Source: an optimization exercise on an open RTL-to-GDS flow (aim: small area). Production flows keep margins and buffers that such runs may drop.
At most, simulation tests tie the RTL to the original design; equivalence was not proved.
Function not checked in runs 2 to 5: the RTL went through the layout flow alone.
Power is estimated from default activity; no workload was simulated.

[flow/run.sh]
#!/bin/bash
# synth_recipe.tcl (not shown) runs the flow's synth.tcl, then flattens the netlist and writes it again
# the make line also repeats each setting of config.mk as NAME=value (left out here)
make -C /OpenROAD-flow-scripts/flow DESIGN_CONFIG=/design/flow/config.mk WORK_HOME=/design/flow/orfs CLKGATE_MAP_FILE= SYNTH_SCRIPT=/design/flow/synth_recipe.tcl finish
[flow/config.mk]
export PLATFORM = sky130hd
export DESIGN_NAME = crypto_dimension
export DESIGN_NICKNAME = crypto_dimension
export VERILOG_FILES = /design/flow/design.v
export SDC_FILE = /design/flow/constraint.sdc
export NUM_CORES = 8
export LEC_CHECK = 0
export ABC_AREA = 1
export CAP_MARGIN = 20
export CORE_MARGIN = 2
export CORE_UTILIZATION = 40
export SLEW_MARGIN = 20
[flow/constraint.sdc]
create_clock -name core_clock -period 250.0 [get_ports {clk}]
set_input_delay 50.0000 -clock core_clock [delete_from_list [all_inputs] [get_ports {clk}]]
set_output_delay 50.0000 -clock core_clock [all_outputs]
set_load 0.01 [all_outputs]
[flow/design.v]
module debouncer(
    input clk,
    input rst,
    input btnIn,
    output wire btnOut
);
    reg [2:0] cnt;
    reg btnO;
    assign btnOut = btnO;
    always @(posedge clk) begin
        if (~rst) begin
            cnt <= 0;
            btnO <= 1'b0;
        end else begin
            btnO <= ~btnIn & (cnt == 3'd7);
            if (btnIn)
                cnt <= (cnt == 3'd7) ? cnt : cnt + 3'd1;
            else
                cnt <= 0;
        end
    end
endmodule
module debouncer_long(
    input clk,
    input rst,
    input btnIn,
    output wire btnOut,
    output wire btnOutLong
);
    reg [4:0] cnt;
    reg btnO;
    reg btnL;
    assign btnOut = btnO;
    assign btnOutLong = btnL;
    always @(posedge clk) begin
        if (~rst) begin
            cnt <= 0;
            btnO <= 1'b0;
            btnL <= 1'b0;
        end else begin
            btnO <= ~btnIn & (cnt >= 5'd7);
            btnL <= ~btnIn & (cnt == 5'd21);
            if (btnIn)
                cnt <= (cnt == 5'd21) ? cnt : cnt + 5'd1;
            else
                cnt <= 0;
        end
    end
endmodule
module sonic(
    input clk,
    input rst,
    input ech,
    output trg,
    output [10:0] distance
);
    reg [10:0] period_cnt;
    reg counting;
    reg [5:0] rem;
    reg [10:0] quo;
    reg [10:0] dist_r;
    assign trg = (period_cnt != 0) && (period_cnt <= 11'd10);
    assign distance = dist_r;
    always @(posedge clk) begin
        if (~rst) begin
            period_cnt <= 0;
            counting <= 1'b0;
            rem <= 0;
            quo <= 0;
            dist_r <= 0;
        end else begin
            period_cnt <= (period_cnt >= 11'd1999) ? 11'd0 : period_cnt + 11'd1;
            if (~counting)
                dist_r <= quo;
            if (ech) begin
                counting <= 1'b1;
                if (~counting) begin
                    quo <= 0;
                    rem <= 6'd1;
                end else if (rem == 6'd57) begin
                    quo <= quo + 11'd1;
                    rem <= 0;
                end else begin
                    rem <= rem + 6'd1;
                end
            end else begin
                counting <= 1'b0;
            end
        end
    end
endmodule
module seg_dis(
    input [2:0] offset,
    input [1:0] data_left,
    input [1:0] data_type,
    input [18:0] value_to_display,
    output [7:0] segment,
    output [7:0] anode
);
    reg [23:0] bcd;
    reg [3:0] what_number;
    reg [2:0] equal_position;
    reg [3:0] digit;
    reg [7:0] seg_val;
    integer i, j;
    assign anode = ~(8'd1 << offset);
    assign segment = seg_val;
    always @(*) begin
        bcd = 0;
        for (i = 18; i >= 0; i = i - 1) begin
            for (j = 0; j < 6; j = j + 1)
                if (bcd[4*j +: 4] >= 4'd5)
                    bcd[4*j +: 4] = bcd[4*j +: 4] + 4'd3;
            bcd = {bcd[22:0], value_to_display[i]};
        end
        if (bcd[23:20] != 0)      equal_position = 6;
        else if (bcd[19:16] != 0) equal_position = 5;
        else if (bcd[15:12] != 0) equal_position = 4;
        else if (bcd[11:8] != 0)  equal_position = 3;
        else if (bcd[7:4] != 0)   equal_position = 2;
        else                      equal_position = 1;
        case (offset)
            3'd0: digit = bcd[3:0];
            3'd1: digit = bcd[7:4];
            3'd2: digit = bcd[11:8];
            3'd3: digit = bcd[15:12];
            3'd4: digit = bcd[19:16];
            default: digit = bcd[23:20];
        endcase
        if (data_left == 0) begin
            if (offset > equal_position) begin
                if (offset - 3'd1 == equal_position) begin
                    if (data_type == 0)
                        what_number = 11;
                    else if (data_type == 1)
                        what_number = 12;
                    else
                        what_number = 13;
                end else begin
                    what_number = 15;
                end
            end else if (offset == equal_position) begin
                what_number = 10;
            end else begin
                what_number = digit;
            end
        end else begin
            what_number = 14;
        end
    end
    always @(*) begin
        case (what_number)
            4'b0000: seg_val = 8'b11000000;  
            4'b0001: seg_val = 8'b11111001;  
            4'b0010: seg_val = 8'b10100100;  
            4'b0011: seg_val = 8'b10110000;  
            4'b0100: seg_val = 8'b10011001;  
            4'b0101: seg_val = 8'b10010010;  
            4'b0110: seg_val = 8'b10000010;  
            4'b0111: seg_val = 8'b11111000;  
            4'b1000: seg_val = 8'b10000000;  
            4'b1001: seg_val = 8'b10010000;  
            4'b1010: seg_val = 8'b10110111;  
            4'b1011: seg_val = 8'b11000111;  
            4'b1100: seg_val = 8'b10001000;  
            4'b1101: seg_val = 8'b11000001;  
            4'b1110: seg_val = 8'b10111111;  
            default: seg_val = 8'b11111111;  
        endcase
    end
endmodule
module crypto_dimension(
    input clk,
    input btns,
    input btnr,
    input btnd,
    input btnl,
    input btnu,
    input rst,
    input echo,
    input [15:0] sw,
    output led16_b,
    output led16_g,
    output led16_r,
    output led17_b,
    output led17_g,
    output led17_r,
    output trig,
    output [15:0] Led,
    output wire [7:0] seg,
    output wire [7:0] an
);
    wire [10:0] good_data;
    wire s, r, d, l, u, d_long;
    reg rst_seen;
    reg [2:0] offset;
    reg [1:0] dat;
    reg [15:0] pw;
    reg auth;
    reg [15:0] enc_mask;
    reg [1:0] units;
    reg [1:0] dimension;
    reg [1:0] measurements_left;
    reg [1:0] dimension_id;
    reg [10:0] dim0, dim1, dim2;
    reg [1:0] l16;       
    reg l17_blue;        
    reg [6:0] storage_id;
    reg storage_full;
    reg [6:0] current;
    reg orig_valid;
    reg [18:0] orig_data;
    reg [18:0] sec_data;
    reg [18:0] first_data;
    reg [18:0] prev_data;
    reg prev_fetch;
    reg [18:0] hist_val;
    reg [1899:0] ring;
    reg [6:0] rot;
    reg pend;
    reg [6:0] pend_slot;
    assign Led = sw & {16{auth}};
    assign led16_b = l16[1];
    assign led16_g = l16[0];
    assign led16_r = 1'b0;
    assign led17_b = (|l16) & l17_blue;
    assign led17_g = (|l16) & ~l17_blue;
    assign led17_r = 1'b0;
    function [6:0] up_target;
        input [6:0] c;
        input [6:0] size;
        begin
            if (c == 7'd0 || (c - 7'd1) > size)
                up_target = size - 7'd1;
            else
                up_target = c - 7'd1;
        end
    endfunction
    reg rl, unlock, set_pw, auth_n, uu, ss, commit;
    reg [15:0] orig_lo;
    reg [6:0] sid_m1, size, c1, c2, cur_n, sid_inc, sid_n, size_n, x_n, newest_n;
    reg full_n;
    reg [1:0] id_a, id_b;
    reg [10:0] fac, d0n, d1n, d2n, mb, mc;
    reg [18:0] prod, hist_n, prev_n, sel_val;
    reg prev_fetch_n;
    reg [7:0] add_s;
    reg [6:0] add_a, slot;
    reg [18:0] tap;
    reg [6:0] wslot;
    reg wr;
    integer k;
    always @(*) begin
        rl = (r | l) & auth & rst;
        orig_lo = orig_valid ? orig_data[15:0] : 16'd0;
        set_pw = d_long & auth;
        unlock = d & ~auth & (pw == sw);
        auth_n = d ? unlock : auth;
        uu = u & auth_n & rst;
        ss = s & auth_n & rst;
        sid_m1 = storage_id - 7'd1;
        size = storage_full ? 7'd100 : storage_id;
        c1 = rl ? sid_m1 : current;
        c2 = uu ? up_target(c1, size) : c1;
        case (units)
            2'd0: fac = good_data / 7'd100;
            2'd1: fac = good_data;
            2'd2: fac = good_data / 5'd30;
            default: fac = {good_data, 1'b0} / 12'd5;
        endcase
        id_a = rl ? 2'd0 : dimension_id;
        d0n = (ss && id_a == 2'd0) ? fac : dim0;
        d1n = (ss && id_a == 2'd1) ? fac : dim1;
        d2n = (ss && id_a == 2'd2) ? fac : dim2;
        id_b = id_a + 2'd1;
        commit = ss && (id_b >= measurements_left);
        mb = (measurements_left == 2'd1) ? 11'd1 : d1n;
        mc = (measurements_left == 2'd1 || measurements_left == 2'd2) ? 11'd1 : d2n;
        prod = d0n * mb;
        prod = prod * mc;
        sid_inc = (storage_id == 7'd99) ? 7'd0 : storage_id + 7'd1;
        sid_n = commit ? sid_inc : storage_id;
        full_n = storage_full | (commit && storage_id == 7'd99);
        size_n = full_n ? 7'd100 : sid_n;
        cur_n = ss ? ((sid_n != 7'd0) ? sid_n - 7'd1 : 7'd0) : c2;
        if (storage_id >= 7'd2 || (storage_id == 7'd1 && storage_full))
            sel_val = sec_data;
        else if (storage_id == 7'd1 || storage_full)
            sel_val = orig_data;
        else
            sel_val = 19'd0;
        if (ss)
            hist_n = (sid_n == 7'd0) ? first_data : (commit ? prod : orig_data);
        else if (uu && rl)
            hist_n = sel_val;
        else if (uu)
            hist_n = prev_data;
        else if (rl)
            hist_n = (storage_id == 7'd0) ? 19'd0 : orig_data;
        else
            hist_n = hist_val;
        x_n = up_target(cur_n, size_n);
        newest_n = (sid_n == 7'd0) ? 7'd99 : sid_n - 7'd1;
        add_a = commit ? sid_inc : x_n;
        add_s = {1'b0, add_a} + {1'b0, rot};
        slot = (add_s >= 8'd100) ? add_s - 8'd100 : add_s[6:0];
        tap = 19'd0;
        for (k = 0; k < 13; k = k + 1)
            if (slot[6:3] == k)
                tap = ring[152*k +: 19];
        prev_fetch_n = 1'b0;
        if (ss) begin
            if (commit)
                prev_n = (sid_n >= 7'd2 || (sid_n == 7'd1 && full_n)) ? orig_data : prod;
            else
                prev_n = sel_val;
        end else if (rl && !uu) begin
            prev_n = sel_val;
        end else if (uu || prev_fetch) begin
            if (x_n >= 7'd100)
                prev_n = 19'd0;
            else if (x_n == newest_n)
                prev_n = orig_data;
            else if (slot[2:0] == 3'd0)
                prev_n = tap;
            else begin
                prev_n = prev_data;
                prev_fetch_n = 1'b1;
            end
        end else begin
            prev_n = prev_data;
        end
        wslot = (pend_slot >= 7'd99) ? 7'd0 : pend_slot + 7'd1;
        wr = pend && (wslot[2:0] == 3'd0);
    end
    genvar p;
    generate
        for (p = 0; p < 100; p = p + 1) begin : ring_slot
            if (p % 8 == 0) begin : ins
                always @(posedge clk)
                    ring[19*p +: 19] <= (wr && wslot[6:3] == p / 8) ? orig_data
                                                                    : ring[19*((p + 99) % 100) +: 19];
            end else begin : sh
                always @(posedge clk)
                    ring[19*p +: 19] <= ring[19*(p - 1) +: 19];
            end
        end
    endgenerate
    always @(posedge clk) begin
        rot <= (rot >= 7'd99) ? 7'd0 : rot + 7'd1;
        pend <= commit | (pend & ~wr);
        pend_slot <= commit ? slot : wslot;
    end
    always @(posedge clk) begin
        if (rst) begin
            measurements_left <= dimension + 2'd1;
            if (commit) begin
                orig_data <= prod;
                sec_data <= orig_data;
                if (storage_id == 7'd0)
                    first_data <= prod;
            end
        end
    end
    always @(posedge clk) begin
        if (~rst) begin
            rst_seen <= 1'b1;
            offset <= 3'd7;
            dat <= 0;
            pw <= 0;
            auth <= 1'b0;
            enc_mask <= 0;
            units <= 0;
            dimension <= 0;
            dimension_id <= 0;
            dim0 <= 0;
            dim1 <= 0;
            dim2 <= 0;
            l16 <= 0;
            storage_id <= 0;
            storage_full <= 1'b0;
            current <= 7'd127;
            orig_valid <= 1'b0;
            prev_data <= 0;
            prev_fetch <= 1'b0;
            hist_val <= 0;
        end else begin
            rst_seen <= 1'b0;
            offset <= rst_seen ? 3'd7 : offset + 3'd1;
            if (units[1] ? (l16 == 2'b10) : (l16 == 2'b01)) begin
                l16 <= 2'b00;
            end else begin
                l16 <= units[1] ? 2'b10 : 2'b01;
                l17_blue <= units[1] ^ units[0];
            end
            if (r && auth)
                units <= sw[1:0];
            if (l && auth)
                dimension <= dimension + 2'd1;
            if (set_pw)
                pw <= sw;
            auth <= auth_n;
            if (rst_seen)
                enc_mask <= 16'd5000;
            else if (d)
                enc_mask <= unlock ? 16'd0 : {5'd0, good_data} ^ orig_lo;
            if (ss) begin
                dim0 <= d0n;
                dim1 <= d1n;
                dim2 <= d2n;
                dat <= measurements_left - id_b;
                dimension_id <= commit ? 2'd0 : id_b;
            end else begin
                dimension_id <= id_a;
            end
            if (commit) begin
                orig_valid <= 1'b1;
                storage_id <= sid_n;
                storage_full <= full_n;
            end
            current <= cur_n;
            hist_val <= hist_n;
            prev_data <= prev_n;
            prev_fetch <= prev_fetch_n;
        end
    end
    debouncer dbs(clk, rst, btns, s);
    debouncer dbr(clk, rst, btnr, r);
    debouncer dbl(clk, rst, btnl, l);
    debouncer dbu(clk, rst, btnu, u);
    debouncer_long dbd(clk, rst, btnd, d, d_long);
    sonic MEASUREMENT(clk, rst, echo, trig, good_data);
    seg_dis DISP_SEG(offset, dat, dimension, hist_val ^ {3'd0, enc_mask}, seg, an);
endmodule
==> results of run 1 <==
[metrics by stage]
| stage | std cells | util (%) | cell area, um2 | hold WS [ns] | total power, mW |
|---|---|---|---|---|---|
| 2_1_floorplan | 7778 | - | 75300 | 0.310 | 0.504 |
| 3_3_place_gp | 10200 | 41.9 | 78600 | 0.310 | 0.552 |
| 3_5_place_dp | 10200 | 41.9 | 78600 | 0.312 | 0.558 |
| 4_1_cts | 10500 | 45.6 | 85400 | 0.267 | 0.865 |
| 5_1_grt | 10500 | 45.6 | 85400 | 0.276 | 0.910 |
| 6_report | 10500 | 45.6 | 85400 | 0.259 | 0.859 |
[sequential cells by signal, summed over array words and instances (netlist names), 11 cells and up]
signal / cells
enc_mask: 16
MEASUREMENT.dist_r: 11
dim2: 11
pw: 16
first_data: 19
prev_data: 19
MEASUREMENT.period_cnt: 11
MEASUREMENT.quo: 11
dim1: 11
hist_val: 19
sec_data: 19
dim0: 11
orig_data: 19
ring: 1900
[cells in the mapped netlist (43+ instances only)]
cell type | instances | area share [%]
nand3_1 | 447 | 3.0
a221oi_1 | 44 | 0.51
fa_1 | 182 | 4.8
dfxtp_1 | 2113 | 56
clkbuf_1 | 175 | 0.87
inv_2 | 61 | 0.30
xnor2_1 | 45 | 0.52
nor3_1 | 43 | 0.29
o211ai_1 | 57 | 0.57
nand2_2 | 92 | 0.76
nand4_1 | 61 | 0.51
edfxtp_1 | 60 | 2.4
ha_1 | 306 | 5.1
nor2_1 | 442 | 2.2
a21oi_1 | 246 | 1.6
inv_1 | 873 | 4.3
o21ai_0 | 517 | 3.4
nand2_1 | 1552 | 7.7
xor2_1 | 98 | 1.1
[routing by layer]
layer / track usage, % / vias up / part of all wire (%)
li1: - / 25000 / -
met1: 23.5 / 23600 / 48
met2: 27.9 / 984 / 45
met3: 2.78 / 248 / 4.6
met4: 5.03 / 2 / 2.3
met5: 0 / - / 0.0078
[logic make-up after synthesis]
kind of cell	share of synthesized area, %
xor gates and xnor gates	1.66
adders and majority gates	9.92
AOI/OAI and AO/OA	7.95
buffers and inverters	5.93
other	0.00997
DFF	58.5
and+or+nand+nor	16.0
[power breakdown]
| part | switching [mW] | internal [mW] | leakage (nW) |
|---|---|---|---|
| combinational | 0.117 | 0.0737 | 16.4 |
| clock | 0.130 | 0.177 | 3.36 |
| sequential | 0.00340 | 0.357 | 17.6 |
[path summary, 6_finish.rpt]
path | start | to | slack (ns) | cells past startpoint
worst max-delay path | sw[0] | Led[0] | 148.76 | 4
worst min-delay path | ring[1708] | ring[1727] | 0.26 | 0
worst max register to register | units[0] | hist_val[18] | 227.83 | 119
worst min register to register | ring[1708] | ring[1727] | 0.26 | 0
[area by class of cell]
cell class,instances,area [um2]
diodes,2,5.00
inverters,954,3590
flip-flops and latches,2173,44100
clock buffers,280,5830
fillers,17700,102000
multi-input cells,4450,26800
repair buffers,108,956
well taps,2495,3120
clock inverters,81,992
[critical path, stage by stage]
cell and delay (ns):
clkdlybuf4s50_1 0.56, nand2_1 0.07, inv_1 0.08, clkdlybuf4s50_1 0.53
==> summary.md, run 1 <==
| Metric | Value |
|---|---|
| Status | no timing/DRC/antenna violations |
| Std cell rows | 159 |
| Vias per cell | ~4.7 |
| Peak VDD IR | 0.0257 mV |
| RSZ-0062 raised after global routing | false |
| I/O pin total | 63 |
| Starting Density | 40.2% |
| Layout cell share with drive strength beyond 1 | 8.45% |
| Cell area after synthesis | 75,300 um2 |
| Yosys warns | 5 |
| Final WS setup | 148.76 ns |
| Total grt overflow | 0 |
| Clk Latency, worst-skew pair | 0.83 ns |
| Initial antenna violation count | 3 |
| Core area | 187,000 um2 |
| HPWL after DPL | 113,000 um |
| Post-CTS setup buffers | 0 |
| Final WL | 166,000 um |
| Static leakage | 37.3 nW |
| Hold Violations, Final | 0 |
| Tmin final | a little over 100 ns |
| Die Y | 438 um |
| Synth unique cells | 70 |
| Max Slew Vio Count | 0 |
| Critical Path RT | 200.00 ns |
| Die footprint | around 190,000 um2 |
| DR vias | around 50k |
| CTS tree | built |
| Dpl ws | 148.77 ns |
| First-pass GRT wire length | 265,000 um |
| Fmax | 9.88 MHz |
| Crit start category | input port |
| Skew final | 0.0851 ns |
| Sequential area share after synthesis | 58.5% |
| Total of max-cap violations | 0 |
| Syn_area_per_cell | 9.69 um2 |
| Setup violations, final | 0 |
| CTS sink count | 2,173 |
| Hold_buf cts | 0 |
| CTS Buf Count | 198 |
| CTS clock-pin slew for the worst setup and hold paths | 0.06 ns |
| DR iter-0 viols | 3,061 |
| CTS max path bufs | 3 |
| Tcrit/Tclk final | between 40% and 50% |
| Final net count | 8,397 |
| Slew margin rel. | between 20% and 30% |
| Routed wire per std cell | 15.7 um |
| # port buffers | a little under 60 |
| # DRC | 0 |
| Worst-Margin Slew | approximately 1.1 ns |
| Ys async rst share | 0% |
| Post_cts resized | 0 |
| Worst hold path type | reg -> reg |
| Most common cell after layout, fill and taps aside | dfxtp_1 |
| Arrival time at the worst endpoint | between 50 and 60 ns |
| CP max FO | 5 |
| CP Capture Type | primary output |
| Setup TNS | 0 ns |
| Detailed Routing Iterations Pass 1 | 5 |
| Largest net degree at the start of global routing | between 80 and 90 |
| Post-Syn Instances | 7,777 |
| Root Driver | clkbuf_16 |
| Antenna Violating Nets Remaining | 0 |
| Routability cong. | 0.878 |
| Pwr Density | 10.0 nW/um2 |
| Overall Global Routing Usage | 17.2% |
| Most frequent cells in the layout | dfxtp_1, nand2_1, inv_1 |
| Syn-to-layout area delta | 13.4% |
| H-tree levels | 4 |
| Number of global-route vias before repair | ~49k |
| EDFF count, synth | 60 |
| Register bit count reported by yosys | 2,173 |
| Chip width | approximately 440 um |
| Main flop type after synthesis | dfxtp_1 |
| WS Path Type | in -> out |
==> run 2, diff against run 1 <==
--- a/flow/design.v
+++ b/flow/design.v
@@ -2,17 +2,19 @@
     input clk,
     input rst,
     input btnIn,
-    output wire btnOut
+    output wire btnOut,
+    output wire btnNext      
 );
     reg [2:0] cnt;
     reg btnO;
     assign btnOut = btnO;
+    assign btnNext = ~btnIn & (cnt == 3'd7);
     always @(posedge clk) begin
         if (~rst) begin
             cnt <= 0;
             btnO <= 1'b0;
         end else begin
-            btnO <= ~btnIn & (cnt == 3'd7);
+            btnO <= btnNext;
             if (btnIn)
                 cnt <= (cnt == 3'd7) ? cnt : cnt + 3'd1;
             else
@@ -52,34 +54,85 @@
     input rst,
     input ech,
     output trg,
-    output [10:0] distance
+    output [10:0] dist_cm,
+    output [3:0] dist_m,
+    output [5:0] dist_ft,
+    output [8:0] dist_in,
+    output [10:0] next_cm,   
+    output [3:0] next_m,     
+    output [5:0] next_ft,
+    output [8:0] next_in
 );
     reg [10:0] period_cnt;
     reg counting;
-    reg [5:0] rem;
-    reg [10:0] quo;
-    reg [10:0] dist_r;
-    assign trg = (period_cnt != 0) && (period_cnt <= 11'd10);
-    assign distance = dist_r;
+    reg [5:0] rem;       
+    reg [10:0] quo;      
+    reg [2:0] r5;        
+    reg [4:0] t20;       
+    reg [2:0] t6;        
+    reg [3:0] qm;        
+    reg [5:0] qf;        
+    reg [8:0] qi;        
+    reg [10:0] g_cm;
+    reg [3:0] g_m;
+    reg [5:0] g_ft;
+    reg [8:0] g_in;
+    assign trg = (period_cnt != 0) && (period_cnt[10:4] == 0) && (period_cnt[3:0] <= 4'd10);
+    assign dist_cm = g_cm;
+    assign dist_m = g_m;
+    assign dist_ft = g_ft;
+    assign dist_in = g_in;
+    assign next_cm = counting ? g_cm : quo;
+    assign next_m = counting ? g_m : qm;
+    assign next_ft = counting ? g_ft : qf;
+    assign next_in = counting ? g_in : qi;
     always @(posedge clk) begin
         if (~rst) begin
             period_cnt <= 0;
             counting <= 1'b0;
             rem <= 0;
             quo <= 0;
-            dist_r <= 0;
+            r5 <= 0;
+            t20 <= 0;
+            t6 <= 0;
+            qm <= 0;
+            qf <= 0;
+            qi <= 0;
+            g_cm <= 0;
+            g_m <= 0;
+            g_ft <= 0;
+            g_in <= 0;
         end else begin
-            period_cnt <= (period_cnt >= 11'd1999) ? 11'd0 : period_cnt + 11'd1;
-            if (~counting)
-                dist_r <= quo;
+            period_cnt <= (period_cnt == 11'd1999) ? 11'd0 : period_cnt + 11'd1;
+            g_cm <= next_cm;
+            g_m <= next_m;
+            g_ft <= next_ft;
+            g_in <= next_in;
             if (ech) begin
                 counting <= 1'b1;
                 if (~counting) begin
-                    quo <= 0;
                     rem <= 6'd1;
+                    quo <= 0;
+                    r5 <= 0;
+                    t20 <= 0;
+                    t6 <= 0;
+                    qm <= 0;
+                    qf <= 0;
+                    qi <= 0;
                 end else if (rem == 6'd57) begin
-                    quo <= quo + 11'd1;
                     rem <= 0;
+                    quo <= quo + 11'd1;
+                    r5 <= (r5 == 3'd4) ? 3'd0 : r5 + 3'd1;
+                    if (r5 == 3'd2 || r5 == 3'd4)
+                        qi <= qi + 9'd1;
+                    if (r5 == 3'd4) begin
+                        t20 <= (t20 == 5'd19) ? 5'd0 : t20 + 5'd1;
+                        if (t20 == 5'd19)
+                            qm <= qm + 4'd1;
+                        t6 <= (t6 == 3'd5) ? 3'd0 : t6 + 3'd1;
+                        if (t6 == 3'd5)
+                            qf <= qf + 6'd1;
+                    end
                 end else begin
                     rem <= rem + 6'd1;
                 end
@@ -97,6 +150,19 @@
     output [7:0] segment,
     output [7:0] anode
 );
+    function [3:0] add3;
+        input [3:0] x;
+        begin
+            case (x)
+                4'd5: add3 = 4'd8;
+                4'd6: add3 = 4'd9;
+                4'd7: add3 = 4'd10;
+                4'd8: add3 = 4'd11;
+                4'd9: add3 = 4'd12;
+                default: add3 = x;
+            endcase
+        end
+    endfunction
     reg [23:0] bcd;
     reg [3:0] what_number;
     reg [2:0] equal_position;
@@ -109,8 +175,7 @@
         bcd = 0;
         for (i = 18; i >= 0; i = i - 1) begin
             for (j = 0; j < 6; j = j + 1)
-                if (bcd[4*j +: 4] >= 4'd5)
-                    bcd[4*j +: 4] = bcd[4*j +: 4] + 4'd3;
+                bcd[4*j +: 4] = add3(bcd[4*j +: 4]);
             bcd = {bcd[22:0], value_to_display[i]};
         end
         if (bcd[23:20] != 0)      equal_position = 6;
@@ -191,7 +256,15 @@
     output wire [7:0] an
 );
     wire [10:0] good_data;
+    wire [3:0] dist_m;
+    wire [5:0] dist_ft;
+    wire [8:0] dist_in;
     wire s, r, d, l, u, d_long;
+    wire r_next, l_next;
+    wire [10:0] cm_next;
+    wire [3:0] m_next;
+    wire [5:0] ft_next;
+    wire [8:0] in_next;
     reg rst_seen;
     reg [2:0] offset;
     reg [1:0] dat;
@@ -217,8 +290,10 @@
     reg [18:0] hist_val;
     reg [1899:0] ring;
     reg [6:0] rot;
-    reg pend;
-    reg [6:0] pend_slot;
+    reg pend_a;          
+    reg pend_b;          
+    reg [6:0] pend_slot;     
+    reg [18:0] mul_lo;
     assign Led = sw & {16{auth}};
     assign led16_b = l16[1];
     assign led16_g = l16[0];
@@ -226,6 +301,44 @@
     assign led17_b = (|l16) & l17_blue;
     assign led17_g = (|l16) & ~l17_blue;
     assign led17_r = 1'b0;
+    function [18:0] mul19x11;
+        input [18:0] x;
+        input [10:0] y;
+        reg [18:0] s, cy, pp, t;
+        reg cc;
+        integer i, j;
+        begin
+            s = x & {19{y[0]}};
+            cy = 0;
+            for (i = 1; i < 11; i = i + 1) begin
+                pp = (x << i) & {19{y[i]}};
+                t = s ^ cy ^ pp;
+                cy = ((s & cy) | (s & pp) | (cy & pp)) << 1;
+                s = t;
+            end
+            cc = 1'b0;
+            for (j = 0; j < 19; j = j + 1) begin
+                mul19x11[j] = s[j] ^ cy[j] ^ cc;
+                cc = (s[j] & cy[j]) | (s[j] & cc) | (cy[j] & cc);
+            end
+        end
+    endfunction
+    function [6:0] add_mod100;
+        input [6:0] a;
+        input [6:0] b;
+        reg [7:0] sum;
+        reg cc;
+        integer j;
+        begin
+            cc = 1'b0;
+            for (j = 0; j < 7; j = j + 1) begin
+                sum[j] = a[j] ^ b[j] ^ cc;
+                cc = (a[j] & b[j]) | (a[j] & cc) | (b[j] & cc);
+            end
+            sum[7] = cc;
+            add_mod100 = (sum >= 8'd100) ? sum - 8'd100 : sum[6:0];
+        end
+    endfunction
     function [6:0] up_target;
         input [6:0] c;
         input [6:0] size;
@@ -238,17 +351,20 @@
     endfunction
     reg rl, unlock, set_pw, auth_n, uu, ss, commit;
     reg [15:0] orig_lo;
-    reg [6:0] sid_m1, size, c1, c2, cur_n, sid_inc, sid_n, size_n, x_n, newest_n;
+    reg [6:0] sid_m1, size, c1, c2, cur_n, sid_inc, sid_n, size_n, x_n, newest_n, second_n;
     reg full_n;
     reg [1:0] id_a, id_b;
-    reg [10:0] fac, d0n, d1n, d2n, mb, mc;
+    reg [10:0] fac, d0n, d1n, d2n, mc;
+    reg [1:0] units_la, ml_la, id_la;
+    reg [10:0] fac_la, ma_la, mb_la, mul_y;
+    reg [18:0] mul_x, mul_out;
     reg [18:0] prod, hist_n, prev_n, sel_val;
     reg prev_fetch_n;
-    reg [7:0] add_s;
     reg [6:0] add_a, slot;
     reg [18:0] tap;
-    reg [6:0] wslot;
-    reg wr;
+    reg [6:0] slot_a, wslot;
+    reg wr_a, wr_b, wr;
+    reg [18:0] wdata;
     integer k;
     always @(*) begin
         rl = (r | l) & auth & rst;
@@ -263,10 +379,10 @@
         c1 = rl ? sid_m1 : current;
         c2 = uu ? up_target(c1, size) : c1;
         case (units)
-            2'd0: fac = good_data / 7'd100;
+            2'd0: fac = {7'd0, dist_m};
             2'd1: fac = good_data;
-            2'd2: fac = good_data / 5'd30;
-            default: fac = {good_data, 1'b0} / 12'd5;
+            2'd2: fac = {5'd0, dist_ft};
+            default: fac = {2'd0, dist_in};
         endcase
         id_a = rl ? 2'd0 : dimension_id;
         d0n = (ss && id_a == 2'd0) ? fac : dim0;
@@ -274,10 +390,23 @@
         d2n = (ss && id_a == 2'd2) ? fac : dim2;
         id_b = id_a + 2'd1;
         commit = ss && (id_b >= measurements_left);
-        mb = (measurements_left == 2'd1) ? 11'd1 : d1n;
-        mc = (measurements_left == 2'd1 || measurements_left == 2'd2) ? 11'd1 : d2n;
-        prod = d0n * mb;
-        prod = prod * mc;
+        mc = (measurements_left == 2'd1 || measurements_left == 2'd2) ? 11'd1
+             : (id_a == 2'd2) ? fac : dim2;
+        units_la = (r && auth && rst) ? sw[1:0] : units;
+        case (units_la)
+            2'd0: fac_la = {7'd0, m_next};
+            2'd1: fac_la = cm_next;
+            2'd2: fac_la = {5'd0, ft_next};
+            default: fac_la = {2'd0, in_next};
+        endcase
+        ml_la = dimension + 2'd1;
+        id_la = (rl || ((r_next | l_next) && auth_n)) ? 2'd0 : dimension_id;
+        ma_la = (id_la == 2'd0) ? fac_la : dim0;
+        mb_la = (ml_la == 2'd1) ? 11'd1 : (id_la == 2'd1) ? fac_la : dim1;
+        mul_x = s ? mul_lo : {8'd0, ma_la};
+        mul_y = s ? mc : mb_la;
+        mul_out = mul19x11(mul_x, mul_y);
+        prod = mul_out;
         sid_inc = (storage_id == 7'd99) ? 7'd0 : storage_id + 7'd1;
         sid_n = commit ? sid_inc : storage_id;
         full_n = storage_full | (commit && storage_id == 7'd99);
@@ -301,9 +430,9 @@
             hist_n = hist_val;
         x_n = up_target(cur_n, size_n);
         newest_n = (sid_n == 7'd0) ? 7'd99 : sid_n - 7'd1;
+        second_n = (newest_n == 7'd0) ? 7'd99 : newest_n - 7'd1;
         add_a = commit ? sid_inc : x_n;
-        add_s = {1'b0, add_a} + {1'b0, rot};
-        slot = (add_s >= 8'd100) ? add_s - 8'd100 : add_s[6:0];
+        slot = add_mod100(add_a, rot);
         tap = 19'd0;
         for (k = 0; k < 13; k = k + 1)
             if (slot[6:3] == k)
@@ -321,6 +450,8 @@
                 prev_n = 19'd0;
             else if (x_n == newest_n)
                 prev_n = orig_data;
+            else if (x_n == second_n)
+                prev_n = sec_data;
             else if (slot[2:0] == 3'd0)
                 prev_n = tap;
             else begin
@@ -330,16 +461,20 @@
         end else begin
             prev_n = prev_data;
         end
-        wslot = (pend_slot >= 7'd99) ? 7'd0 : pend_slot + 7'd1;
-        wr = pend && (wslot[2:0] == 3'd0);
+        slot_a = (pend_slot >= 7'd99) ? 7'd0 : pend_slot + 7'd1;
+        wr_a = pend_a && (slot_a[3:0] == 4'd0);
+        wr_b = pend_b && (pend_slot[3:0] == 4'd0);
+        wr = wr_a | wr_b;
+        wslot = wr_a ? slot_a : pend_slot;
+        wdata = wr_a ? orig_data : sec_data;
     end
     genvar p;
     generate
         for (p = 0; p < 100; p = p + 1) begin : ring_slot
-            if (p % 8 == 0) begin : ins
+            if (p % 16 == 0) begin : ins
                 always @(posedge clk)
-                    ring[19*p +: 19] <= (wr && wslot[6:3] == p / 8) ? orig_data
-                                                                    : ring[19*((p + 99) % 100) +: 19];
+                    ring[19*p +: 19] <= (wr && wslot[6:4] == p / 16) ? wdata
+                                                                     : ring[19*((p + 99) % 100) +: 19];
             end else begin : sh
                 always @(posedge clk)
                     ring[19*p +: 19] <= ring[19*(p - 1) +: 19];
@@ -348,8 +483,18 @@
     endgenerate
     always @(posedge clk) begin
         rot <= (rot >= 7'd99) ? 7'd0 : rot + 7'd1;
-        pend <= commit | (pend & ~wr);
-        pend_slot <= commit ? slot : wslot;
+        mul_lo <= mul_out;
+        pend_slot <= commit ? slot : slot_a;
+        if (~rst) begin
+            pend_a <= 1'b0;
+            pend_b <= 1'b0;
+        end else if (commit) begin
+            pend_a <= 1'b1;
+            pend_b <= pend_a & ~wr_a;
+        end else begin
+            pend_a <= pend_a & ~wr_a;
+            pend_b <= pend_b & ~wr_b;
+        end
     end
     always @(posedge clk) begin
         if (rst) begin
@@ -424,11 +569,12 @@
             prev_fetch <= prev_fetch_n;
         end
     end
-    debouncer dbs(clk, rst, btns, s);
-    debouncer dbr(clk, rst, btnr, r);
-    debouncer dbl(clk, rst, btnl, l);
-    debouncer dbu(clk, rst, btnu, u);
+    debouncer dbs(clk, rst, btns, s, );
+    debouncer dbr(clk, rst, btnr, r, r_next);
+    debouncer dbl(clk, rst, btnl, l, l_next);
+    debouncer dbu(clk, rst, btnu, u, );
     debouncer_long dbd(clk, rst, btnd, d, d_long);
-    sonic MEASUREMENT(clk, rst, echo, trig, good_data);
+    sonic MEASUREMENT(clk, rst, echo, trig, good_data, dist_m, dist_ft, dist_in,
+                      cm_next, m_next, ft_next, in_next);
     seg_dis DISP_SEG(offset, dat, dimension, hist_val ^ {3'd0, enc_mask}, seg, an);
 endmodule
--- a/flow/config.mk
+++ b/flow/config.mk
@@ -9,4 +9,6 @@
 export CAP_MARGIN = 20
 export CORE_MARGIN = 2
 export CORE_UTILIZATION = 40
+export CTS_CLUSTER_DIAMETER = 60
+export CTS_CLUSTER_SIZE = 24
 export SLEW_MARGIN = 20
==> summary.md, run 2 <==
| Metric | Value |
|---|---|
| Vias per cell | 4.78 (+1.3%) |
| Routed wire per std cell | 16.3 um (+3.9%) |
| Most frequent cells in the layout | dfxtp_1, nand2_1, inv_1 |
| CTS tree | built |
| Power, Total | 0.654 mW (-24%) |
| Dominant cells by area after synthesis | dfxtp_1, nand2_1, fa_1 |
| P_int | 0.490 mW (-19%) |
| Total grt overflow | 0 (unchanged) |
| Area share of the largest cell type after synthesis | 64.1% (+8.0 points) |
| Post-route cell area | 75,500 um2 (-12%) |
| Post-synth top cells | dfxtp_1, nand2_1, inv_1, nor2_1, o21ai_0 |
| CP max stage cell | clkdlybuf4s50_1 |
| CTS sink count | 2,242 (+3.2%) |
| Largest net degree at the start of global routing | 82 (+1.2%) |
| Worst hold path type | reg -> reg |
| EDFF count, synth | 60 (unchanged) |
| # port buffers | 59 (unchanged) |
| Skew final | 0.0362 ns (-0.0489 ns) |
| WS Path Type | in -> out |
| Dpl cell area | 71,500 um2 (-9.0%) |
| Most common cell after layout, fill and taps aside | dfxtp_1 |
| Multi-input gate area | 19,800 um2 (-26%) |
| Tcrit/Tclk final | 40.5% (about the same) |
| Max reg flops | 1,900 (unchanged) |
| Setup violations, final | 0 (unchanged) |
| Synth unique cells | 72 (+2.9%) |
| Chip width | 417 um (-4.9%) |
| Number of global-route vias before repair | 40.3k (-18%) |
| Syn-to-layout area delta | 10.8% |
| I/O pin total | 63 (unchanged) |
| Syn_area_per_cell | 10.8 um2 (+11%) |
| Clock share of power | 33.7% (-2.1 points) |
| Register bit count reported by yosys | 2,242 (+3.2%) |
| Crit start category | input port |
| Overall Global Routing Usage | 16.2% (-0.98 points) |
| Post-CTS setup buffers | 0 (unchanged) |
| Hold Violations, Final | 0 (unchanged) |
| Total of max-cap violations | 0 (unchanged) |
| Post-Syn Instances | 6,326 (-19%) |
| Peak VDD IR | 0.00598 mV (-77%) |
| Seq pwr share | 55.3% (+13 points) |
| CTS clock-pin slew for the worst setup and hold paths | 0.08 ns (+0.02 ns) |
| # DRC | 0 (unchanged) |
| Hold slack | 0.305 ns (+0.0458 ns) |
| Psw | 0.163 mW (-35%) |
| CP bufs+invs | 3 (unchanged) |
| Worst r2r path cells | 70 (-41%) |
| Post_cts resized | 0 (unchanged) |
| First-pass GRT wire length | 223,000 um (-16%) |
| Ant diodes | 0 (-2) |
| H-tree levels | 4 (unchanged) |
| Tmin final | 101.25 ns (+0.0120 ns) |
| CP max FO | 5 (unchanged) |
| Core area | 169,000 um2 (-9.7%) |
| Dpl ws | 148.75 ns (-0.0170 ns) |
| Die Y | 417 um (-4.9%) |
| Cell count of the worst hold path | 0 (unchanged) |
| Die footprint | 174,000 um2 (-9.5%) |
| Sequential area share after synthesis | 66.8% (+8.2 points) |
| Ys async rst share | 0% (unchanged) |
| RSZ-0062 raised after global routing | false |
| Worst hold start | ring[1059] |
| Sw Ratio | 25.0% (-4.2 points) |
| HPWL after DPL | 95,700 um (-15%) |
| Worst-Margin Slew | 1.16 ns (+0.0609 ns) |
| Main flop type after synthesis | dfxtp_1 |
| Crit path largest cell delay | 0.58 ns (+0.02 ns) |
| Starting Density | 40.2% (about the same) |
| Reg-to-Reg Start | auth |
| Initial antenna violation count | 2 (-1) |
| Count leader, synth | dfxtp_1 |
| Gate power share | 11.0% (-11 points) |
| Reg with most FFs | ring |
| Max Slew Vio Count | 0 (unchanged) |
| CTS max path bufs | 3 (unchanged) |
| CP startpoint | sw[0] |
| Cell repeated most along the worst path | clkdlybuf4s50_1 |
| Final net count | 6,678 (-20%) |
| Antenna Violating Nets Remaining | 0 (unchanged) |
| Final WS setup | 148.75 ns (-0.0120 ns) |
| Filler instances | 15.7k (-11%) |
| Hold_buf cts | 0 (unchanged) |
| CTS Buf Count | 130 (-34%) |
| DR vias | 41.6k (-16%) |
| Slew margin rel. | 22.4% (-4.3 points) |
| Final WL | 142,000 um (-14%) |
| Cell area after synthesis | 68,100 um2 (-9.6%) |
| CP Capture Type | primary output |
| Setup TNS | 0 ns (unchanged) |
| Most area-hungry cell type in the Yosys netlist | dfxtp_1 |
| Arrival time at the worst endpoint | 51.25 ns (about the same) |
| Reg area | 45,500 um2 (+3.1%) |
| Clk Latency, worst-skew pair | 0.78 ns (-0.05 ns) |
| Critical-path cell list | clkdlybuf4s50_1, nand2_1, inv_1, clkdlybuf4s50_1 |
| Critical Path RT | 200.00 ns (about the same) |
| Detailed Routing Iterations Pass 1 | 6 (+1) |
| Fmax | 9.88 MHz (about the same) |
| DR iter-0 viols | 3,159 (+3.2%) |
| Pwr Density | 8.66 nW/um2 (-14%) |
| Status | no timing/DRC/antenna violations |
| Yosys warns | 5 (unchanged) |
| Routability cong. | 0.840 (-4.3%) |
| Static leakage | 30.7 nW (-18%) |
| Crit. path cell count | 4 (unchanged) |
| Root Driver | clkbuf_16 |
| Std cell rows | 151 (-5.0%) |
| Crit-path leading delay family | buffers and inverters |
| Layout cell share with drive strength beyond 1 | 8.84% (+0.39 points) |
==> run 2: cell count changes after synthesis, sizes merged, moves of 69 or more <==
cell	before	now
dfxtp	2113	2182
o21ai	579	348
mux2	0	133
nand3	484	275
ha	306	103
inv	935	625
nand2	1649	1107
==> run 2: worst reg2reg max path, delay by kind of cell (launching register included) <==
kind	cells	cell delay [ns]
xor gates and xnor gates	1	0.25
adders and majority gates	11	3.05
AOI/OAI and AO/OA	15	4.54
DFF	1	0.77
and+or+nand+nor	20	3.21
buffers and inverters	23	5.07
==> run 2: path summary, 6_finish.rpt <==
| path | endpoint | slack, ns |
|---|---|---|
| setup / recovery | Led[0] | 148.75 |
| hold / removal | ring[1078] | 0.31 |
| setup reg to reg | prev_data[11] | 232.96 |
| hold reg to reg | ring[1078] | 0.31 |
==> run 2: cell families (layout without fill, tap and decap cells) <==
family	Yosys count	in the layout	share of synthesized area, %
mux	137	137	2.26
fa+ha+maj	224	224	5.45
xor+xnor	97	97	1.25
flops	2242	2242	66.8
compound gates	857	857	7.49
buf+inv	796	952	4.41
other cells	2	3	0.0110
simple gates	1971	1971	12.4
==> run 2: power by group through the flow <==
stage | combinational [mW] | sequential, mW | clock [mW]
2_1_floorplan | 0.0487 | 0.369 | 0
3_3_place_gp | 0.0699 | 0.370 | 0
3_5_place_dp | 0.0710 | 0.370 | 0
4_1_cts | 0.0716 | 0.362 | 0.226
5_1_grt | 0.0816 | 0.362 | 0.240
6_report | 0.0717 | 0.362 | 0.220
==> run 2: per-stage QoR <==
stage               utilization [%]  instances
floorplan                         -       6327
global placement               42.2       8515
detailed placement             42.2       8515
CTS                            44.6       8700
global route                   44.6       8701
finish                         44.6       8701
==> run 2: routing by layer <==
metal,wire length [um],global-route usage [%],vias up
met4,2880,4.24,0
met2,62400,25.3,877
met3,6410,2.45,196
met1,70500,23.4,20000
met5,0,0,-
li1,-,-,20600
==> run 2: cell type report <==
type | instances | share of cell area (%)
Tap cell | 2218 | 3.68
Inverter | 639 | 3.18
Timing Repair Buffer | 128 | 1.46
Sequential cell | 2242 | 60.3
Multi-Input combinational cell | 3289 | 26.2
Clock buffer | 139 | 4.37
Clock inverter | 46 | 0.870
==> run 3, diff against run 2 <==
--- a/flow/config.mk
+++ b/flow/config.mk
@@ -9,6 +9,6 @@
 export CAP_MARGIN = 20
 export CORE_MARGIN = 2
 export CORE_UTILIZATION = 40
-export CTS_CLUSTER_DIAMETER = 60
-export CTS_CLUSTER_SIZE = 24
+export CTS_CLUSTER_DIAMETER = 80
+export CTS_CLUSTER_SIZE = 30
 export SLEW_MARGIN = 20
==> summary.md, run 3 <==
| Metric | Value |
|---|---|
| Status | no timing/DRC/antenna violations |
| Synth unique cells | 72 (unchanged) |
| Core area | 169,000 um2 (unchanged) |
| Final net count | 6,643 (-0.52%) |
| Pwr Density | 8.33 nW/um2 (-3.8%) |
| CTS tree | built |
| Most common cell after layout, fill and taps aside | dfxtp_1 |
| CTS clock-pin slew for the worst setup and hold paths | 0.10 ns (+0.02 ns) |
| Total grt overflow | 0 (unchanged) |
| EDFF count, synth | 60 (unchanged) |
| Final WL | 141,000 um (-0.70%) |
| Ant diodes | 0 (unchanged) |
| HPWL after DPL | 95,700 um (unchanged) |
| Crit path largest cell delay | 0.58 ns (about the same) |
| Starting Density | 40.2% (unchanged) |
| Cells after DPL | 8,515 (unchanged) |
| CTS Buf Count | 95 (-27%) |
| Register bit count reported by yosys | 2,242 (unchanged) |
| Overall Global Routing Usage | 16.0% (-0.15 points) |
| Tcrit/Tclk final | 40.5% (about the same) |
| Synth Area in XOR/XNOR | 1.25% (unchanged) |
| Reg area | 45,500 um2 (unchanged) |
| Max Slew Vio Count | 0 (unchanged) |
| Dominant cells by area after synthesis | dfxtp_1, nand2_1, fa_1 |
| Worst-Margin Slew | 1.18 ns (+0.0200 ns) |
| Hold_buf cts | 0 (unchanged) |
| H-tree levels | 3 (-1) |
| CTS max path bufs | 3 (unchanged) |
| Syn_area_per_cell | 10.8 um2 (unchanged) |
| Reg with most FFs | ring |
| Setup TNS | 0 ns (unchanged) |
| CTS sink count | 2,242 (unchanged) |
| Max reg flops | 1,900 (unchanged) |
| Post_cts resized | 0 (unchanged) |
| DR iter-0 viols | 3,095 (-2.0%) |
| Tmin final | 101.25 ns (-0.00100 ns) |
| Multi-input gate area | 19,800 um2 (unchanged) |
| Count leader, synth | dfxtp_1 |
| Sequential area share after synthesis | 66.8% (unchanged) |
| Main flop type after synthesis | dfxtp_1 |
| Die footprint | 174,000 um2 (unchanged) |
| Critical Path RT | 200.00 ns (about the same) |
| Chip width | 417 um (unchanged) |
| Skew final | 0.0618 ns (+0.0256 ns) |
| Total of max-cap violations | 0 (unchanged) |
| Cell repeated most along the worst path | clkdlybuf4s50_1 |
| Most frequent cells in the layout | dfxtp_1, nand2_1, inv_1 |
| Post-Layout Cell Count | 8,645 (-0.64%) |
| First-pass GRT wire length | 221,000 um (-0.74%) |
| Setup violations, final | 0 (unchanged) |
| Largest net degree at the start of global routing | 82 (unchanged) |
| I/O pin total | 63 (unchanged) |
| Hold slack | 0.307 ns (+0.00194 ns) |
| CP max FO | 5 (unchanged) |
| Layout cell share with drive strength beyond 1 | 8.12% (-0.72 points) |
| Syn-to-layout area delta | 9.37% |
| Arrival time at the worst endpoint | 51.25 ns (about the same) |
| RSZ-0062 raised after global routing | false |
| Slew margin rel. | 21.1% (-1.3 points) |
| Worst hold path type | reg -> reg |
| Cell area after synthesis | 68,100 um2 (unchanged) |
| Fmax | 9.88 MHz (about the same) |
| Most area-hungry cell type in the Yosys netlist | dfxtp_1 |
| Area share of the largest cell type after synthesis | 64.1% (unchanged) |
| # DRC | 0 (unchanged) |
| Post-synth top cells | dfxtp_1, nand2_1, inv_1, nor2_1, o21ai_0 |
| Filler instances | 15.8k (+0.61%) |
| Std cell rows | 151 (unchanged) |
| Critical-path cell list | clkdlybuf4s50_1, nand2_1, inv_1, clkdlybuf4s50_1 |
| Multiplexer share of the synthesized area | 2.26% (unchanged) |
| Hold Violations, Final | 0 (unchanged) |
| Antenna Violating Nets Remaining | 0 (unchanged) |
| WS Path Type | in -> out |
| DR vias | 41.2k (-0.89%) |
| Routability cong. | 0.840 (unchanged) |
| Yosys warns | 5 (unchanged) |
| Clk Latency, worst-skew pair | 0.77 ns (about the same) |
| Ys async rst share | 0% (unchanged) |
| Routed wire per std cell | 16.3 um (about the same) |
| Main combinational cell family by area after synthesis | simple AND/OR/NAND/NOR gates |
| Detailed Routing Iterations Pass 1 | 7 (+1) |
| Number of global-route vias before repair | 39.8k (-1.0%) |
| Peak VDD IR | 0.00605 mV (+1.0%) |
| Root Driver | clkbuf_16 |
| CP Capture Type | primary output |
| Post-Syn Instances | 6,326 (unchanged) |
| Vias per cell | 4.77 (-0.25%) |
| Simple logic cell fraction of the synthesized area | 12.4% (unchanged) |
| Initial antenna violation count | 1 (-1) |
| Static leakage | 30.2 nW (-1.6%) |
| Power, Total | 0.621 mW (-5.0%) |
| Compound-gate portion of the synthesized area | 7.49% (unchanged) |
| # port buffers | 59 (unchanged) |
| Crit start category | input port |
| Die Y | 417 um (unchanged) |
| Post-CTS setup buffers | 0 (unchanged) |
| Synth Area in Adders | 5.45% (unchanged) |
| CP max stage cell | clkdlybuf4s50_1 |
[run 3: cell counts after synthesis]
No cell type changed its count.
[run 3: power breakdown]
| part | switching, mW | total [mW] | internal (mW) |
|---|---|---|---|
| sequential | 0.00158 | 0.362 | 0.360 |
| combinational | 0.0439 | 0.0716 | 0.0276 |
| clock | 0.112 | 0.188 | 0.0756 |
[run 3: worst max-delay path: cells and delay by family]
family,cells,cell delay (ns)
simple gates,1,0.07
buf+inv,3,1.17
[run 3: per-stage QoR]
step | util, % | setup slack [ns] | instance area [um2]
2_1_floorplan | - | 149.88 | 68100
3_3_place_gp | 42.2 | 148.75 | 71500
3_5_place_dp | 42.2 | 148.75 | 71500
4_1_cts | 44.0 | 148.75 | 74500
5_1_grt | 44.0 | 148.68 | 74500
6_report | 44.0 | 148.75 | 74500
[run 3: worst paths after layout]
check,from,end,slack [ns],cells after the start
hold reg to reg,ring[253],ring[272],0.31,0
setup reg to reg,auth,prev_data[11],232.93,71
hold / removal,ring[253],ring[272],0.31,0
setup / recovery,sw[0],Led[0],148.75,4
[run 3: layout make-up]
cell class                 count  share of cell area (%)
clock buffer                 100                    3.26
inverter                     639                    3.22
sequential                  2242                    61.1
multi-input combinational   3289                    26.5
clock inverter                29                   0.749
timing repair buffer         128                    1.48
tap                         2218                    3.73
[run 3: logic make-up after synthesis]
group	count (synthesis)
fa+ha+maj	224
flops	2242
buf+inv	796
mux	137
compound gates	857
simple gates	1971
other cells	2
xor+xnor	97
[run 3: per-layer routing]
layer  part of all wire [%]  wire length (um)  global-route usage (%)  vias to the layer above
li1                       -                 -                       -                    20500
met1                     50             70600                    23.3                    19900
met2                     44             62200                    25.2                      717
met3                    3.8              5400                    2.17                      186
met4                    2.2              3050                    4.07                        0
met5                      0                 0                       0                        -
==> run 4, diff against run 3 <==
--- a/flow/design.v
+++ b/flow/design.v
@@ -87,27 +87,21 @@
     assign next_ft = counting ? g_ft : qf;
     assign next_in = counting ? g_in : qi;
     always @(posedge clk) begin
+        g_cm <= next_cm;
+        g_m <= next_m;
+        g_ft <= next_ft;
+        g_in <= next_in;
+    end
+    always @(posedge clk) begin
         if (~rst) begin
             period_cnt <= 0;
             counting <= 1'b0;
-            rem <= 0;
             quo <= 0;
-            r5 <= 0;
-            t20 <= 0;
-            t6 <= 0;
             qm <= 0;
             qf <= 0;
             qi <= 0;
-            g_cm <= 0;
-            g_m <= 0;
-            g_ft <= 0;
-            g_in <= 0;
         end else begin
             period_cnt <= (period_cnt == 11'd1999) ? 11'd0 : period_cnt + 11'd1;
-            g_cm <= next_cm;
-            g_m <= next_m;
-            g_ft <= next_ft;
-            g_in <= next_in;
             if (ech) begin
                 counting <= 1'b1;
                 if (~counting) begin
@@ -343,7 +337,7 @@
         input [6:0] c;
         input [6:0] size;
         begin
-            if (c == 7'd0 || (c - 7'd1) > size)
+            if (c == 7'd0 || c == 7'd127)
                 up_target = size - 7'd1;
             else
                 up_target = c - 7'd1;
@@ -446,7 +440,7 @@
         end else if (rl && !uu) begin
             prev_n = sel_val;
         end else if (uu || prev_fetch) begin
-            if (x_n >= 7'd100)
+            if (x_n == 7'd127)
                 prev_n = 19'd0;
             else if (x_n == newest_n)
                 prev_n = orig_data;
@@ -484,6 +478,7 @@
     always @(posedge clk) begin
         rot <= (rot >= 7'd99) ? 7'd0 : rot + 7'd1;
         mul_lo <= mul_out;
+        prev_data <= prev_n;
         pend_slot <= commit ? slot : slot_a;
         if (~rst) begin
             pend_a <= 1'b0;
@@ -526,8 +521,7 @@
             storage_full <= 1'b0;
             current <= 7'd127;
             orig_valid <= 1'b0;
-            prev_data <= 0;
-            prev_fetch <= 1'b0;
+            prev_fetch <= 1'b1;
             hist_val <= 0;
         end else begin
             rst_seen <= 1'b0;
@@ -565,7 +559,6 @@
             end
             current <= cur_n;
             hist_val <= hist_n;
-            prev_data <= prev_n;
             prev_fetch <= prev_fetch_n;
         end
     end
--- a/flow/config.mk
+++ b/flow/config.mk
@@ -9,6 +9,6 @@
 export CAP_MARGIN = 20
 export CORE_MARGIN = 2
 export CORE_UTILIZATION = 40
-export CTS_CLUSTER_DIAMETER = 80
-export CTS_CLUSTER_SIZE = 30
+export CTS_CLUSTER_DIAMETER = 70
+export CTS_CLUSTER_SIZE = 36
 export SLEW_MARGIN = 20
==> summary.md, run 4 <==
| Metric | Value |
|---|---|
| Layout cell share with drive strength beyond 1 | 8.61% (+0.48 points) |
| Most area-hungry cell type in the Yosys netlist | dfxtp_1 |
| Detailed Routing Iterations Pass 1 | 8 (+1) |
| CP bufs+invs | 3 (unchanged) |
| CP Capture Type | primary output |
| Syn_area_per_cell | 11.0 um2 (+1.7%) |
| Vias per cell | 4.71 (-1.2%) |
| Final net count | 6,479 (-2.5%) |
| Worst hold start | ring[1727] |
| Reg with most FFs | ring |
| Syn-to-layout area delta | 10.1% |
| Core area | 168,000 um2 (-0.99%) |
| CTS tree | built |
| FF-to-FF setup slack | 236.18 ns (+3.25 ns) |
| Sequential area share after synthesis | 67.8% (+1.0 points) |
| Post-route cell area | 74,500 um2 (about the same) |
| Root Driver | clkbuf_16 |
| Synth unique cells | 68 (-5.6%) |
| Initial antenna violation count | 2 (+1) |
| Hold slack | 0.273 ns (-0.0337 ns) |
| Count leader, synth | dfxtp_1 |
| Cell repeated most along the worst path | clkdlybuf4s50_1 |
| Slew margin rel. | 25.1% (+4.0 points) |
| Tmin final | 101.22 ns (-0.0230 ns) |
| Peak VDD IR | 0.0131 mV (+120%) |
| Antenna Violating Nets Remaining | 0 (unchanged) |
| Skew final | 0.0703 ns (+0.00846 ns) |
| First-pass GRT wire length | 214,000 um (-3.4%) |
| Multi-input gate area | 18,900 um2 (-4.4%) |
| Reg-to-Reg Start | auth |
| R2r endpoint | prev_data[8] |
| WS Path Type | in -> out |
| Starting Density | 40.4% (+0.12 points) |
| Yosys warns | 5 (unchanged) |
| Clk Latency, worst-skew pair | 0.77 ns (about the same) |
| Main flop type after synthesis | dfxtp_1 |
| Total of max-cap violations | 0 (unchanged) |
| Post-synth top cells | dfxtp_1, nand2_1, inv_1, nor2_1, o21ai_0 |
| Critical Path RT | 200.00 ns (about the same) |
| Max reg flops | 1,900 (unchanged) |
| Reg area | 45,800 um2 (+0.79%) |
| Dominant cells by area after synthesis | dfxtp_1, nand2_1, edfxtp_1 |
| Post-Route Utilization | 44.4% (+0.42 points) |
| Worst-Margin Slew | 1.12 ns (-0.0599 ns) |
| DR iter-0 viols | 2,788 (-9.9%) |
| Hold path endpoint | ring[1746] |
| Crit path largest cell delay | 0.55 ns (-0.03 ns) |
| CTS max path bufs | 3 (unchanged) |
| Post-CTS setup buffers | 0 (unchanged) |
| Routed wire per std cell | 16.0 um (-2.1%) |
| CTS sink count | 2,242 (unchanged) |
| Gate power share | 11.4% (about the same) |
| Filler instances | 15.5k (-2.3%) |
| # port buffers | 59 (unchanged) |
| Number of global-route vias before repair | 38.5k (-3.3%) |
| Post_cts resized | 0 (unchanged) |
| RSZ-0062 raised after global routing | false |
| CP max FO | 5 (unchanged) |
| Static leakage | 30.5 nW (+0.82%) |
| DR vias | 40.1k (-2.7%) |
| Cell count of the worst hold path | 0 (unchanged) |
| HPWL after DPL | 91,900 um (-4.0%) |
| Final WS setup | 148.78 ns (+0.0230 ns) |
| Max Slew Vio Count | 0 (unchanged) |
| Overall Global Routing Usage | 15.5% (-0.53 points) |
| Die Y | 415 um (-0.34%) |
| H-tree levels | 3 (unchanged) |
| Hold_buf cts | 0 (unchanged) |
| Dpl cell area | 71,000 um2 (-0.70%) |
| Std cell rows | 150 (-0.66%) |
| Setup TNS | 0 ns (unchanged) |
| CP max stage cell | clkdlybuf4s50_1 |
| Pwr Density | 8.56 nW/um2 (+2.7%) |
| Chip width | 415 um (-0.34%) |
| Most common cell after layout, fill and taps aside | dfxtp_1 |
| Arrival time at the worst endpoint | 51.22 ns (-0.03 ns) |
| P_int | 0.473 mW (+2.1%) |
| Final WL | 136,000 um (-3.6%) |
| Psw | 0.164 mW (+4.0%) |
| # DRC | 0 (unchanged) |
| EDFF count, synth | 96 (+60%) |
| Worst r2r path cells | 66 (-7.0%) |
| Most frequent cells in the layout | dfxtp_1, nand2_1, inv_1 |
| Cell area after synthesis | 67,600 um2 (-0.69%) |
| Worst hold path type | reg -> reg |
| Seq pwr share | 57.1% (-1.2 points) |
| Fmax | 9.88 MHz (about the same) |
| I/O pin total | 63 (unchanged) |
| Setup violations, final | 0 (unchanged) |
| Die footprint | 172,000 um2 (-0.69%) |
| Hold Violations, Final | 0 (unchanged) |
| Crit-path leading delay family | buffers and inverters |
| CTS clock-pin slew for the worst setup and hold paths | 0.11 ns (about the same) |
| Total grt overflow | 0 (unchanged) |
| Post-Syn Instances | 6,175 (-2.4%) |
| Largest net degree at the start of global routing | 66 (-20%) |
| Ys async rst share | 0% (unchanged) |
| Routability cong. | 0.885 (+5.4%) |
| Tcrit/Tclk final | 40.5% (about the same) |
| Register bit count reported by yosys | 2,242 (unchanged) |
| Area share of the largest cell type after synthesis | 63.5% (-0.62 points) |
| Clock share of power | 31.5% (+1.3 points) |
| Crit start category | input port |
| CTS Buf Count | 93 (-2.1%) |
| Critical-path cell list | clkdlybuf4s50_1, nand2_1, inv_1, clkdlybuf4s50_1 |
| Status | no timing/DRC/antenna violations |
| Dpl ws | 148.79 ns (+0.0400 ns) |
| Sw Ratio | 25.7% (+0.35 points) |
[run 4: area by class of cell]
type                    count  share of cell area [%]
flip-flops and latches   2242                    61.6
multi-input cells        3136                    25.4
well taps                2204                    3.70
inverters                 647                    3.26
clock buffers             103                    3.24
repair buffers            126                    1.49
clock inverters            56                    1.36
diodes                      2                 0.00672
[run 4: metrics by stage]
stage               total power [mW]  instances
floorplan                      0.420       6176
finish                         0.637       8516
global route                   0.665       8514
CTS                            0.643       8513
global placement               0.442       8354
detailed placement             0.444       8354
[run 4: per-layer routing]
metal	vias to the layer above	part of all wire, %	GRT usage [%]
met1	19300	51	22.8
met3	171	3.9	2.15
met4	0	2.0	3.82
li1	20000	-	-
met2	670	44	24.0
met5	-	0	0
[run 4: power by group through the flow]
stage | Sequential (mW) | Clock, mW | Combinational [mW]
floorplan | 0.371 | 0 | 0.0490
global placement | 0.372 | 0 | 0.0706
detailed placement | 0.372 | 0 | 0.0725
CTS | 0.364 | 0.206 | 0.0727
global route | 0.364 | 0.218 | 0.0825
finish | 0.364 | 0.201 | 0.0729
[run 4: kinds of logic (layout without fill, tap and decap cells)]
logic type | after synthesis | in the layout | synth area share, %
DFF | 2242 | 2242 | 67.8
and+or+nand+nor | 1828 | 1828 | 11.4
AOI/OAI and AO/OA | 876 | 876 | 7.82
buffers and inverters | 798 | 932 | 4.46
adders and majority gates | 209 | 209 | 5.21
muxes | 134 | 134 | 2.23
xor gates and xnor gates | 86 | 86 | 1.11
other | 2 | 5 | 0.0111
[run 4: worst max-delay path by stage]
stage	from	end	cells after the start
after floorplan	sw[10]	Led[10]	2
after global placement	sw[0]	Led[0]	4
after detailed placement	sw[0]	Led[0]	4
after CTS	sw[0]	Led[0]	4
after global routing	sw[0]	Led[0]	4
final	sw[0]	Led[0]	4
==> run 5, diff against run 4 <==
--- a/flow/config.mk
+++ b/flow/config.mk
@@ -9,6 +9,7 @@
 export CAP_MARGIN = 20
 export CORE_MARGIN = 2
 export CORE_UTILIZATION = 40
-export CTS_CLUSTER_DIAMETER = 70
-export CTS_CLUSTER_SIZE = 36
+export CTS_BUF_LIST = sky130_fd_sc_hd__clkbuf_8
+export CTS_CLUSTER_DIAMETER = 50
+export CTS_CLUSTER_SIZE = 20
 export SLEW_MARGIN = 20
==> summary.md, run 5 <==
| Metric | Value |
|---|---|
| Status | no timing/DRC/antenna violations |
| CTS Buf Count | 157 (+69%) |
| Synth unique cells | 68 (unchanged) |
| Most frequent cells in the layout | dfxtp_1, nand2_1, inv_1 |
| Critical Path RT | 200.00 ns (about the same) |
| Routability cong. | 0.885 (unchanged) |
| Initial antenna violation count | 4 (+2) |
| Worst-Margin Slew | 1.14 ns (+0.0270 ns) |
| H-tree levels | 4 (+1) |
| Chip width | 415 um (unchanged) |
| Post-synth top cells | dfxtp_1, nand2_1, inv_1, nor2_1, o21ai_0 |
| Die footprint | 172,000 um2 (unchanged) |
| Layout cell share with drive strength beyond 1 | 9.57% (+0.96 points) |
| CP max stage cell | clkdlybuf4s50_1 |
| Number of global-route vias before repair | 39.2k (+1.6%) |
| CP Capture Type | primary output |
| Hold Violations, Final | 0 (unchanged) |
| DR vias | 40.5k (+0.86%) |
| Overall Global Routing Usage | 15.7% (+0.20 points) |
| Filler instances | 15.5k (+0.45%) |
| CP bufs+invs | 3 (unchanged) |
| Arrival time at the worst endpoint | 51.22 ns (about the same) |
| Vias per cell | 4.71 (about the same) |
| Cell repeated most along the worst path | clkdlybuf4s50_1 |
| First-pass GRT wire length | 216,000 um (+0.97%) |
| Static leakage | 30.4 nW (-0.17%) |
| Crit path largest cell delay | 0.54 ns (about the same) |
| Area share of the largest cell type after synthesis | 63.5% (unchanged) |
| Power, Total | 0.620 mW (-2.6%) |
| HPWL after DPL | 91,900 um (unchanged) |
| Sequential area share after synthesis | 67.8% (unchanged) |
| CTS max path bufs | 3 (unchanged) |
| Cell area after synthesis | 67,600 um2 (unchanged) |
| Pwr Density | 8.38 nW/um2 (-2.1%) |
| Tmin final | 101.22 ns (-0.00300 ns) |
| Hold_buf cts | 0 (unchanged) |
| Cells after DPL | 8,354 (unchanged) |
| Root Driver | clkbuf_8 |
| CTS clock-pin slew for the worst setup and hold paths | 0.11 ns (about the same) |
| Syn-to-layout area delta | 9.47% |
| Post-Route Utilization | 44.2% (-0.24 points) |
| Hold slack | 0.277 ns (+0.00344 ns) |
| Critical-path cell list | clkdlybuf4s50_1, nand2_1, inv_1, clkdlybuf4s50_1 |
| CTS sink count | 2,242 (unchanged) |
| Skew final | 0.0677 ns (-0.00256 ns) |
| Setup TNS | 0 ns (unchanged) |
| # DRC | 0 (unchanged) |
| Starting Density | 40.4% (unchanged) |
| Crit start category | input port |
| Core area | 168,000 um2 (unchanged) |
| Fmax | 9.88 MHz (about the same) |
| Peak VDD IR | 0.0132 mV (+0.74%) |
| Max reg flops | 1,900 (unchanged) |
| Most common cell after layout, fill and taps aside | dfxtp_1 |
| Register bit count reported by yosys | 2,242 (unchanged) |
| Syn_area_per_cell | 11.0 um2 (unchanged) |
| Total grt overflow | 0 (unchanged) |
| I/O pin total | 63 (unchanged) |
| Die Y | 415 um (unchanged) |
| Post-Syn Instances | 6,175 (unchanged) |
| Total of max-cap violations | 0 (unchanged) |
| CTS tree | built |
| Post-CTS setup buffers | 0 (unchanged) |
| Yosys warns | 5 (unchanged) |
| CP max FO | 5 (unchanged) |
| Worst hold path type | reg -> reg |
| Max Slew Vio Count | 0 (unchanged) |
| Setup violations, final | 0 (unchanged) |
| Post_cts resized | 0 (unchanged) |
| Final net count | 6,543 (+0.99%) |
| WS Path Type | in -> out |
| Reg with most FFs | ring |
| Detailed Routing Iterations Pass 1 | 6 (-2) |
| Routed wire per std cell | 16.0 um (-0.16%) |
| Main flop type after synthesis | dfxtp_1 |
| Clk Latency, worst-skew pair | 0.91 ns (+0.14 ns) |
| EDFF count, synth | 96 (unchanged) |
| Ys async rst share | 0% (unchanged) |
| RSZ-0062 raised after global routing | false |
| Post-Layout Cell Count | 8,593 (+0.90%) |
| Std cell rows | 150 (unchanged) |
| Count leader, synth | dfxtp_1 |
| # port buffers | 59 (unchanged) |
| DR iter-0 viols | 2,725 (-2.3%) |
| Final WL | 137,000 um (+0.74%) |
| Dominant cells by area after synthesis | dfxtp_1, nand2_1, edfxtp_1 |
| Tcrit/Tclk final | 40.5% (about the same) |
| Most area-hungry cell type in the Yosys netlist | dfxtp_1 |
| Slew margin rel. | 23.7% (-1.4 points) |
| Crit-path leading delay family | buffers and inverters |
| Antenna Violating Nets Remaining | 0 (unchanged) |
| Largest net degree at the start of global routing | 66 (unchanged) |
run 5: power breakdown:
| part | internal, mW | total, mW | switching [mW] |
|---|---|---|---|
| Clock | 0.0716 | 0.184 | 0.112 |
| Combinational | 0.0276 | 0.0730 | 0.0454 |
| Sequential | 0.362 | 0.363 | 0.00165 |
| Total | 0.461 | 0.620 | 0.159 |
run 5: final timing paths:
| path | from | cells past startpoint | slack, ns | to |
|---|---|---|---|---|
| min | ring[1428] | 0 | 0.28 | ring[1447] |
| max reg2reg | auth | 65 | 236.15 | prev_data[8] |
| max | sw[0] | 4 | 148.78 | Led[0] |
| min reg2reg | ring[1428] | 0 | 0.28 | ring[1447] |
run 5: worst register-to-register path: cells and delay by family, from the launching register on:
family                   cells  cell delay, ns
adder cells (fa/ha/maj)     10            2.86
AO/OA/AOI/OAI               12            2.68
flip-flops                   1            0.77
AND/OR/NAND/NOR             22            3.47
buffers and inverters       21            3.87
run 5: cell families after synthesis:
logic type               share of synthesized area, %
buffers and inverters                            4.46
other                                          0.0111
adder cells (fa/ha/maj)                          5.21
AND/OR/NAND/NOR                                  11.4
flip-flops                                       67.8
multiplexers                                     2.23
AO/OA/AOI/OAI                                    7.82
XOR/XNOR                                         1.11
run 5: layout make-up:
type,count,area (um2),area share (%)
diodes,4,10.0,0.0135
inverters,647,2430,3.28
repair buffers,126,1110,1.50
well taps,2204,2760,3.72
clock inverters,70,758,1.02
clock buffers,164,2260,3.05
flip-flops and latches,2242,45800,61.9
multi-input cells,3136,18900,25.5
run 5: metal layers:
layer	vias up	global-route usage (%)	part of all wire [%]
li1	20100	-	-
met5	-	0	0
met3	220	2.60	4.7
met4	0	4.33	2.1
met2	794	24.1	43
met1	19300	22.8	50
run 5: metrics by stage:
stage / instance area (um2) / worst slack (ns)
finish: 74100 / 148.78
global route: 74000 / 148.73
CTS: 74000 / 148.78
detailed placement: 71000 / 148.79
global placement: 71000 / 148.79
floorplan: 67600 / 149.88

==> what the ideal ports hide <==
How much do the figures lean on ideal ports? The routed layouts below were timed once more, with nothing changed but the port constraints. Step 1, drivers: a clkbuf_16 drives clk and a buf_2 each remaining input, both assumed. Step 2, shift: input delay + t, output delay - t, t = (earliest + latest rising clock arrival at the registers) / 2. This alone moves slack from input paths to output paths. Three values: ideal, step 1, step 2; two values: the first two.
| run | t (ns) | setup slack, ns | worst hold slack (ns) | clock arrival spread, ns | worst data-port slew with drivers (ns) |
|---|---|---|---|---|---|
| run 1 | 0.870 | 148.764 / 148.735 / 148.735 | 0.259 / 0.259 / 0.259 | 0.090 / 0.090 | 0.06 |
| run 2 | 0.856 | 148.752 / 148.722 / 148.722 | 0.305 / 0.305 / 0.305 | 0.041 / 0.040 | 0.06 |
| run 3 | 0.830 | 148.753 / 148.723 / 148.723 | 0.307 / 0.307 / 0.307 | 0.062 / 0.062 | 0.05 |
| run 4 | 0.822 | 148.776 / 148.742 / 148.742 | 0.273 / 0.273 / 0.273 | 0.073 / 0.073 | 0.05 |
| run 5 | 0.952 | 148.779 / 148.746 / 148.746 | 0.277 / 0.277 / 0.277 | 0.076 / 0.075 | 0.05 |
After both steps every run listed still meets setup and hold. For run 4, which loses most, drivers alone change the setup slack by -0.034 ns; drivers and shift together by -0.034 ns.
